This design comes from an exercise in tuning for small area and a short achievable clock period on the open sky130 flow, not from production work.
Function not checked in this run: the RTL went through the layout flow alone.
Power figures rest on the tool's default switching activity, not on a simulated workload.

$ cat design/flow/design.v
`timescale 1ns / 1ps
module vga_incdec #(parameter W = 11) (
    input  [W-1:0] x,
    output [W-1:0] inc,
    output [W-1:0] dec
);
    assign inc = x + 1'b1;
    assign dec = x - 1'b1;
endmodule
module vga_count (
    input  [11:0] h,
    input  [10:0] v,
    input  [10:0] y,
    output        h_end,
    output        f_end,
    output [11:0] h_n,
    output [10:0] v_n,
    output [10:0] yv,        
    output [10:0] yv_p,      
    output [10:0] yv_m,      
    output [10:0] yh         
);
    assign h_end = h[11] & h[7] & h[4] & h[3];              
    wire   v_end = v[10] & v[6] & v[5] & v[2] & v[0];       
    assign f_end = h_end & v_end;
    wire [11:0] h_inc = h + 12'd1;
    assign h_n = h_inc & ~({12{h_end}} & 12'b100010011001);
    wire [10:0] v_inc = v + 11'd1;
    assign v_n = h_end ? (v_inc & ~({11{v_end}} & 11'b10001100110)) : v;
    wire [10:0] y1 = y + 11'd1;
    assign yv   = h_end ? y1 : y;
    assign yv_p = h_end ? y + 11'd2 : y1;
    assign yv_m = h_end ? y : y - 11'd1;
    assign yh   = v_n - 11'd541;
endmodule
module vga_circle (
    input  [10:0] h,
    input  [10:0] ch,
    input  [10:0] y,
    output        in_circ,
    output        left3,
    output        right3
);
    wire [11:0] s = {1'b0, h} + ~{1'b0, ch};
    wire [6:0]  mx = s[6:0] ^ {7{s[11]}};          
    wire        nearx = (s[11:7] == 5'b00000) | (s[11:7] == 5'b11111);
    wire [9:0]  my = y[9:0] ^ {10{y[10]}};         
    wire [6:0]  ay = my[6:0] + {6'd0, ~y[10]};     
    reg  [6:0]  wtab;
    always @* begin
        case (ay)
            7'd0  : wtab = 7'd100;
            7'd1  : wtab = 7'd99;
            7'd2  : wtab = 7'd99;
            7'd3  : wtab = 7'd99;
            7'd4  : wtab = 7'd99;
            7'd5  : wtab = 7'd99;
            7'd6  : wtab = 7'd99;
            7'd7  : wtab = 7'd99;
            7'd8  : wtab = 7'd99;
            7'd9  : wtab = 7'd99;
            7'd10 : wtab = 7'd99;
            7'd11 : wtab = 7'd99;
            7'd12 : wtab = 7'd99;
            7'd13 : wtab = 7'd99;
            7'd14 : wtab = 7'd99;
            7'd15 : wtab = 7'd98;
            7'd16 : wtab = 7'd98;
            7'd17 : wtab = 7'd98;
            7'd18 : wtab = 7'd98;
            7'd19 : wtab = 7'd98;
            7'd20 : wtab = 7'd97;
            7'd21 : wtab = 7'd97;
            7'd22 : wtab = 7'd97;
            7'd23 : wtab = 7'd97;
            7'd24 : wtab = 7'd97;
            7'd25 : wtab = 7'd96;
            7'd26 : wtab = 7'd96;
            7'd27 : wtab = 7'd96;
            7'd28 : wtab = 7'd96;
            7'd29 : wtab = 7'd95;
            7'd30 : wtab = 7'd95;
            7'd31 : wtab = 7'd95;
            7'd32 : wtab = 7'd94;
            7'd33 : wtab = 7'd94;
            7'd34 : wtab = 7'd94;
            7'd35 : wtab = 7'd93;
            7'd36 : wtab = 7'd93;
            7'd37 : wtab = 7'd92;
            7'd38 : wtab = 7'd92;
            7'd39 : wtab = 7'd92;
            7'd40 : wtab = 7'd91;
            7'd41 : wtab = 7'd91;
            7'd42 : wtab = 7'd90;
            7'd43 : wtab = 7'd90;
            7'd44 : wtab = 7'd89;
            7'd45 : wtab = 7'd89;
            7'd46 : wtab = 7'd88;
            7'd47 : wtab = 7'd88;
            7'd48 : wtab = 7'd87;
            7'd49 : wtab = 7'd87;
            7'd50 : wtab = 7'd86;
            7'd51 : wtab = 7'd86;
            7'd52 : wtab = 7'd85;
            7'd53 : wtab = 7'd84;
            7'd54 : wtab = 7'd84;
            7'd55 : wtab = 7'd83;
            7'd56 : wtab = 7'd82;
            7'd57 : wtab = 7'd82;
            7'd58 : wtab = 7'd81;
            7'd59 : wtab = 7'd80;
            7'd60 : wtab = 7'd80;
            7'd61 : wtab = 7'd79;
            7'd62 : wtab = 7'd78;
            7'd63 : wtab = 7'd77;
            7'd64 : wtab = 7'd76;
            7'd65 : wtab = 7'd75;
            7'd66 : wtab = 7'd75;
            7'd67 : wtab = 7'd74;
            7'd68 : wtab = 7'd73;
            7'd69 : wtab = 7'd72;
            7'd70 : wtab = 7'd71;
            7'd71 : wtab = 7'd70;
            7'd72 : wtab = 7'd69;
            7'd73 : wtab = 7'd68;
            7'd74 : wtab = 7'd67;
            7'd75 : wtab = 7'd66;
            7'd76 : wtab = 7'd64;
            7'd77 : wtab = 7'd63;
            7'd78 : wtab = 7'd62;
            7'd79 : wtab = 7'd61;
            7'd80 : wtab = 7'd60;
            7'd81 : wtab = 7'd58;
            7'd82 : wtab = 7'd57;
            7'd83 : wtab = 7'd55;
            7'd84 : wtab = 7'd54;
            7'd85 : wtab = 7'd52;
            7'd86 : wtab = 7'd51;
            7'd87 : wtab = 7'd49;
            7'd88 : wtab = 7'd47;
            7'd89 : wtab = 7'd45;
            7'd90 : wtab = 7'd43;
            7'd91 : wtab = 7'd41;
            7'd92 : wtab = 7'd39;
            7'd93 : wtab = 7'd36;
            7'd94 : wtab = 7'd34;
            7'd95 : wtab = 7'd31;
            7'd96 : wtab = 7'd28;
            7'd97 : wtab = 7'd24;
            7'd98 : wtab = 7'd19;
            7'd99 : wtab = 7'd14;
            7'd100: wtab = 7'd0;
            default: wtab = 7'bx;
        endcase
    end
    wire neary = (my[9:7] == 3'd0) & (y[10] ? (my[6:0] <= 7'd100) : (my[6:0] <= 7'd99));
    wire cmpx  = s[11] ? (mx <= wtab) : (mx < wtab);
    assign in_circ = nearx & neary & cmpx;
    assign left3  = s[11] & (mx >= 7'd35);          
    assign right3 = ~s[11] & (mx >= 7'd31);         
endmodule
module vga_controller(
    input clk_148MHz,
    input reset,
    input [11:0] sw,
    input btnU,
    input btnD,
    input btnR,
    input btnL,
    output reg hsync,
    output reg vsync,
    output reg video_on,
    output reg [11:0] h_count_reg,
    output [11:0] v_count_reg,
    output [3:0] vgaRed,
    output [3:0] vgaGreen,
    output [3:0] vgaBlue
);
    reg [10:0] v;           
    reg [9:0]  lfsr;        
    reg [10:0] ch;          
    reg [9:0]  cv;          
    reg [10:0] y;           
    reg        r3, g3, b3;
    wire [11:0] h = h_count_reg;
    assign v_count_reg = {1'b0, v};
    wire        h_end, f_end;
    wire [11:0] h_n;
    wire [10:0] v_n, yv, yv_p, yv_m, yh;
    vga_count cnt (.h(h), .v(v), .y(y), .h_end(h_end), .f_end(f_end), .h_n(h_n), .v_n(v_n),
                   .yv(yv), .yv_p(yv_p), .yv_m(yv_m), .yh(yh));
    wire [10:0] ch_p, ch_m;
    wire [9:0]  cv_p, cv_m;
    vga_incdec #(11) chid (.x(ch), .inc(ch_p), .dec(ch_m));
    vga_incdec #(10) cvid (.x(cv), .inc(cv_p), .dec(cv_m));
    wire in_circ, left3, right3;
    vga_circle circ (.h(h[10:0]), .ch(ch), .y(y), .in_circ(in_circ), .left3(left3), .right3(right3));
    wire move = (lfsr == 10'b0101100100);
    wire ch_lo  = (ch <= 11'd100);
    wire ch_hi  = (ch >= 11'd1820);
    wire ch_bar = (ch >= 11'd1300) & (ch <= 11'd1700);
    wire cv_lo  = (cv <= 10'd100);
    wire cv_hi  = (cv >= 10'd980);
    wire cv_gap = (cv >= 10'd701) & (cv <= 10'd749);
    wire coll = ch_lo | ch_hi | cv_lo | cv_hi | (ch_bar & ~cv_gap);
    wire go_home = sw[2] & coll;
    wire step    = sw[2] & ~coll & move;
    wire up      = step & btnU;              
    wire down    = step & ~btnU & btnD;      
    wire left    = step & btnL;
    wire right   = step & ~btnL & btnR;
    wire [9:0]  cv_n = go_home ? 10'd540 : up ? cv_m : down ? cv_p : cv;
    wire [10:0] ch_n = go_home ? 11'd960 : left ? ch_m : right ? ch_p : ch;
    wire [10:0] y_n  = go_home ? yh : f_end ? ~{1'b0, cv_n} : up ? yv_p : down ? yv_m : yv;
    always @(posedge clk_148MHz or posedge reset) begin
        if (reset) begin
            h_count_reg <= 12'd0;
            v <= 11'd0;
        end else begin
            h_count_reg <= h_n;
            v <= v_n;
        end
    end
    always @(posedge clk_148MHz or posedge reset) begin
        if (reset)
            lfsr <= 10'd0;
        else if (sw[2]) begin
            if (move)
                lfsr <= 10'd0;
            else
                lfsr <= {lfsr[8:0], ~(lfsr[9] ^ lfsr[6])};
        end
    end
    always @(posedge clk_148MHz or posedge reset) begin
        if (reset) begin
            ch <= 11'd960;
            cv <= 10'd540;
            y  <= 11'd1507;             
        end else begin
            ch <= ch_n;
            cv <= cv_n;
            y  <= y_n;
        end
    end
    always @(posedge clk_148MHz or posedge reset) begin
        if (reset) begin
            hsync    <= 1'b0;
            vsync    <= 1'b0;
            video_on <= 1'b1;
        end else begin
            hsync    <= (h_n >= 12'd2008) & (h_n <= 12'd2052);
            vsync    <= (v_n >= 11'd1084) & (v_n <= 11'd1089);
            video_on <= (h_n < 12'd1920) & (v_n < 11'd1080);
        end
    end
    wire bar = (h >= 12'd1400) & (h <= 12'd1600) & ((v <= 11'd600) | (v >= 11'd850));
    localparam [2:0] C_BLACK  = 3'b000,
                     C_BLUE   = 3'b001,
                     C_YELLOW = 3'b110,
                     C_RED    = 3'b100,
                     C_BAR    = 3'b011,
                     C_WHITE  = 3'b111,
                     C_PURPLE = 3'b101;
    wire [2:0] c_band_h = (h < 12'd640) ? C_BLUE : (h < 12'd1280) ? C_YELLOW : C_RED;
    wire [2:0] c_band_v = (v < 11'd360) ? C_BLACK : (v < 11'd720) ? C_RED : C_YELLOW;
    wire [2:0] c_circ   = in_circ ? (left3 ? C_BLUE : right3 ? C_RED : C_YELLOW) :
                          bar ? C_BAR : C_WHITE;
    reg [2:0] col_n;
    always @* begin
        if (!video_on)
            col_n = C_BLACK;
        else if (sw[0])
            col_n = c_band_h;
        else if (sw[1])
            col_n = c_band_v;
        else if (sw[2])
            col_n = c_circ;
        else
            col_n = C_PURPLE;
    end
    always @(posedge clk_148MHz or posedge reset) begin
        if (reset)
            {r3, g3, b3} <= 3'b000;
        else
            {r3, g3, b3} <= col_n;
    end
    wire r2 = r3 | (g3 & b3);
    wire g2 = r3 & g3;
    wire g1 = r3 & b3;
    wire b1 = b3 & ~(r3 ^ g3);
    wire b0 = b3 & (~r3 | g3);
    assign vgaRed   = {r3, r2, r2, r3};
    assign vgaGreen = {g3, g2, g1, g1};
    assign vgaBlue  = {b3, b3, b1, b0};
endmodule
$ cat design/flow/run.sh
#!/bin/bash
# synth_recipe.tcl (not shown) runs the flow's synth.tcl, then flattens the netlist and writes it again
# the make line also repeats each setting of config.mk as NAME=value (left out here)
make -C /OpenROAD-flow-scripts/flow DESIGN_CONFIG=/design/flow/config.mk WORK_HOME=/design/flow/orfs CLKGATE_MAP_FILE= SYNTH_SCRIPT=/design/flow/synth_recipe.tcl finish
$ cat design/flow/config.mk
export PLATFORM = sky130hd
export DESIGN_NAME = vga_controller
export DESIGN_NICKNAME = vga_controller
export VERILOG_FILES = /design/flow/design.v
export SDC_FILE = /design/flow/constraint.sdc
export NUM_CORES = 4
export LEC_CHECK = 0
export CAP_MARGIN = 20
export CORE_MARGIN = 2
export CORE_UTILIZATION = 60
export SETUP_SLACK_MARGIN = 5
export SLEW_MARGIN = 20
export SYNTH_HIERARCHICAL = 1
export SYNTH_MINIMUM_KEEP_SIZE = 0
$ cat design/flow/constraint.sdc
create_clock -name core_clock -period 10.0 [get_ports {clk_148MHz}]
set_input_delay 2.0000 -clock core_clock [delete_from_list [all_inputs] [get_ports {clk_148MHz}]]
set_output_delay 2.0000 -clock core_clock [all_outputs]
set_load 0.01 [all_outputs]
==> summary.txt <==
Power and ir drop
  – Sw frac: 39.50%
  – Clock power frac: 26.6%
  – Peak supply drop: 0.0001168 V
  – Power per cell area: 135.3 nW/um^2
  – Seq pwr share: 33.9%
  – Comb power frac: 39.5%
  – Power after layout: 1.200 mW
  – P_sw: 0.4739 mW
  – Internal Power: 0.7259 mW
  – Leakage: 3.580 nW

Die
  – Die Span Y: 119.0 microns
  – Initial Util: 60.65%
  – Die footprint: 14160 sq um
  – Die Span X: 119.0 microns
  – Ports: 57
  – Core ar.: 13090 sq um
  – Rows: 42

Routing
  – Top layer in use: met4
  – Residual DRC: 0
  – Metal3 WL: 1226 microns
  – Met2 wire len: 10030 microns
  – DRT iter0 DRCs: 798
  – Post-DRT Antenna Nets: 0
  – Total Wirelength: 21250 microns
  – Wire per inst: 17.96 microns
  – Vias: 7648
  – 1st-pass router iterations: 5
  – WL met1: 9578 microns
  – Routed vias/inst: 6.465

Synthesis
  – Share of the synthesized area in the top cell type: 17.34%
  – Seq/Total Area, Yosys: 22.64%
  – Synth unique cells: 100
  – Post-synth EDFFs: 0
  – Synthesized instance count: 991
  – Warnings from Yosys: 8
  – Synthesized cell area: 7936 sq um
  – Synth cell count leaders: nor2_1, nand2_1, xnor2_1
  – Post-Syn Nets: 1048
  – Most frequent cell after synthesis: nor2_1
  – Synth area leader: dfrtp_1
  – Avg Cell Area, Syn: 8.008 sq um
  – #FFs+latches synth: 71
  – Synth area leaders: dfrtp_1, xnor2_1, ha_1
  – Post-synth ARST share: 100.0%
  – Main synth FF type: dfrtp_1

Run status
  – Status: no timing/DRC/antenna violations

CTS
  – Clk Tree Root Cell: clkbuf_16
  – CTS tree: built
  – TritonCTS buffer count: 9
  – CTS Sinks: 71
  – Max clock buf depth: 2
  – Clk slew on worst S/H paths: 70 ps
  – Skew-Pair Late Insertion Delay: 350 ps
  – # H-tree levels: 3

Critical path
  – WS Path Type: register to register
  – Critical Path AT: 5140 ps
  – Crit start category: register
  – Crit Path Max Fanout: 8
  – CP Capture Type: register
  – Reg2reg setup slack: 5100 ps
  – CP required: 10240 ps

Layout
  – Largest register FFs: 12
  – Non-Filler Instances: 1183
  – Final nets: 1059
  – Layout filler cell count: 1082
  – Core Util, Final: 67.79%
  – Multi-input gate area: 5722 sq um
  – Synth-to-layout area growth: 11.76%
  – Cell area after layout: 8870 sq um
  – Antenna diodes: 0
  – Storage cell area: 1800 sq um
  – Layout cells sized above 1: 12.41%

Timing
  – RSZ-0062 raised after global routing: yes
  – Hold Fails Final Rpt: 0
  – Skew final: 10.93 ps
  – Fmax: 204.1 MHz
  – Final setup violation count: 0
  – Worst slew pin tran: 917.8 ps
  – Final Max Slew Viols: 0
  – Tmin final: 4900 ps
  – Slew HR: 38.81%
  – TNS Setup: 0 ps
  – Period utilization: 49.00%

Worst hold path
  – Hold WC Path Type: register to register

Place
  – Final Wtd Congestion: 0.9113
  – Dpl hpwl: 15000 microns
  – Cell total after placement: 1154
  – DP Area: 8323 sq um
  – Port bufs: 46

Global routing
  – Largest net degree at the start of global routing: 72
  – Vias in the first global route: 6966
  – First-pass GRT wire length: 34770 microns
  – Initial antenna violation count: 0
  – Total GRT Usage: 29.88%
  – Total global routing overflow: 0

Flow run
  – Max Cap Violations: 0
[logic make-up after synthesis]
| group | Yosys count | synth area share, % |
|---|---|---|
| mux | 37 | 5.092 |
| flops | 71 | 22.64 |
| simple gates | 376 | 25.32 |
| buf+inv | 122 | 7.189 |
| compound gates | 244 | 22.23 |
| xor+xnor | 101 | 11.24 |
| fa+ha+maj | 39 | 6.243 |
| other cells | 1 | 0.04725 |
[worst max-delay path: stages, from the launching register on]
cell,delay (ps)
dfstp_4,690
xor2_2,190
ha_4,220
or4b_4,510
a211o_1,320
o211a_4,190
xnor2_1,140
nor3_1,60
a21oi_1,140
nor2_1,60
a21oi_1,110
nand2_1,70
o21ai_2,120
ha_2,300
nor3b_1,140
o41ai_1,80
a21boi_1,120
a311o_1,380
a221oi_4,370
o21ai_1,120
nand2_1,80
nor2_1,50
a21oi_1,110
nor2_1,50
a21oi_1,110
nor2b_1,50
[cell type report]
cell class	count	area share (%)
timing repair buffer	67	7.067
sequential	71	20.30
multi-input combinational	798	64.51
clock buffer	10	2.694
inverter	55	2.370
tap	176	2.483
clock inverter	6	0.5784
[cells in the final DEF (no fill, tap or decap), drive strengths merged, types with 10 or more instances in the layout]
| cell | n |
|---|---|
| nor2 | 97 |
| o22ai | 14 |
| clkbuf | 11 |
| nand2 | 80 |
| mux2i | 22 |
| xnor2 | 57 |
| dfrtp | 55 |
| and3 | 10 |
| nor2b | 10 |
| o31ai | 10 |
| xor2 | 44 |
| nor4 | 12 |
| a21oi | 54 |
| clkdlybuf4s50 | 46 |
| o211ai | 16 |
| or4 | 10 |
| a31oi | 12 |
| nand2b | 17 |
| mux2 | 14 |
| ha | 38 |
| buf | 20 |
| dfstp | 16 |
| inv | 57 |
| nor3 | 32 |
| nand3 | 42 |
| o21ai | 42 |
| nand4 | 21 |
[what timing repair did]
item | in CTS | in global routing
gates cloned | 0 | 1
buffers inserted | 3 | 9
hold buffers | 0 | 0
setup endpoints to repair | 14 | 14
pin swaps | 2 | 7
resized for setup | 18 | 9
[power groups by stage]
stage	combinational [mW]	clock (mW)	sequential [mW]
after floorplan	0.390	0	0.368
after global routing	0.527	0.337	0.415
after global placement	0.429	0	0.405
final	0.473	0.320	0.407
after detailed placement	0.443	0	0.408
after CTS	0.459	0.323	0.404
[per-module statistics from Yosys, one instance, submodules excluded, excerpt]
module          flops+latches  times used  cells inside  cell area (sq um)
vga_circle                  0           1           289               1938
vga_controller             71           1           388               3887
vga_count                   0           1           215               1375
[metal layers]
metal  GRT usage [%]  vias up
met2           48.64      305
met4           9.524        0
met1           41.81     3695
met3           3.113       28
met5               0        -
li1                -     3620
[worst paths after layout]
| kind | from | end | cells past startpoint |
|---|---|---|---|
| setup reg to reg | y[10] | g3 | 25 |
| min in group asynchronous | reset | ch[4] | 3 |
| max in group asynchronous | reset | cv[5] | 3 |
| setup / recovery | y[10] | g3 | 25 |
| hold / removal | video_on | r3 | 2 |
| hold reg to reg | video_on | r3 | 2 |
[per-stage QoR]
step | worst slack (ps) | hold slack, ps
finish | 5100 | 518.5
global route | 4832 | 533.1
CTS | 4902 | 517.1
detailed placement | 3972 | 504.6
global placement | 4148 | 503.6
floorplan | 5025 | 489.6

-- what the ideal ports hide --
Ports are ideal in the flow. The routed layout listed here was re-timed in OpenROAD.
Step 1 sets driving cells, clkbuf_16 on the clock port and buf_2 on the other inputs (assumed; they add their load-dependent delay and slew).
Step 2 moves the port delays by t, midway between the first and last clock arrival at a register: inputs arrive t later, outputs are due t later. That takes back most of the time a late clock gives input paths.
Slacks: ideal ports / drivers / drivers and shift; pairs: ideal ports / drivers.
t (ns): 0.388
setup slack, ns: 5.100 / 5.100 / 4.900
worst setup path at the end: input to register
cell pins on the clock port's net: 1
After both steps setup and hold are still met in this run. The setup slack of this run moves by 0.000 ns with the drivers and by -0.200 ns with both steps.
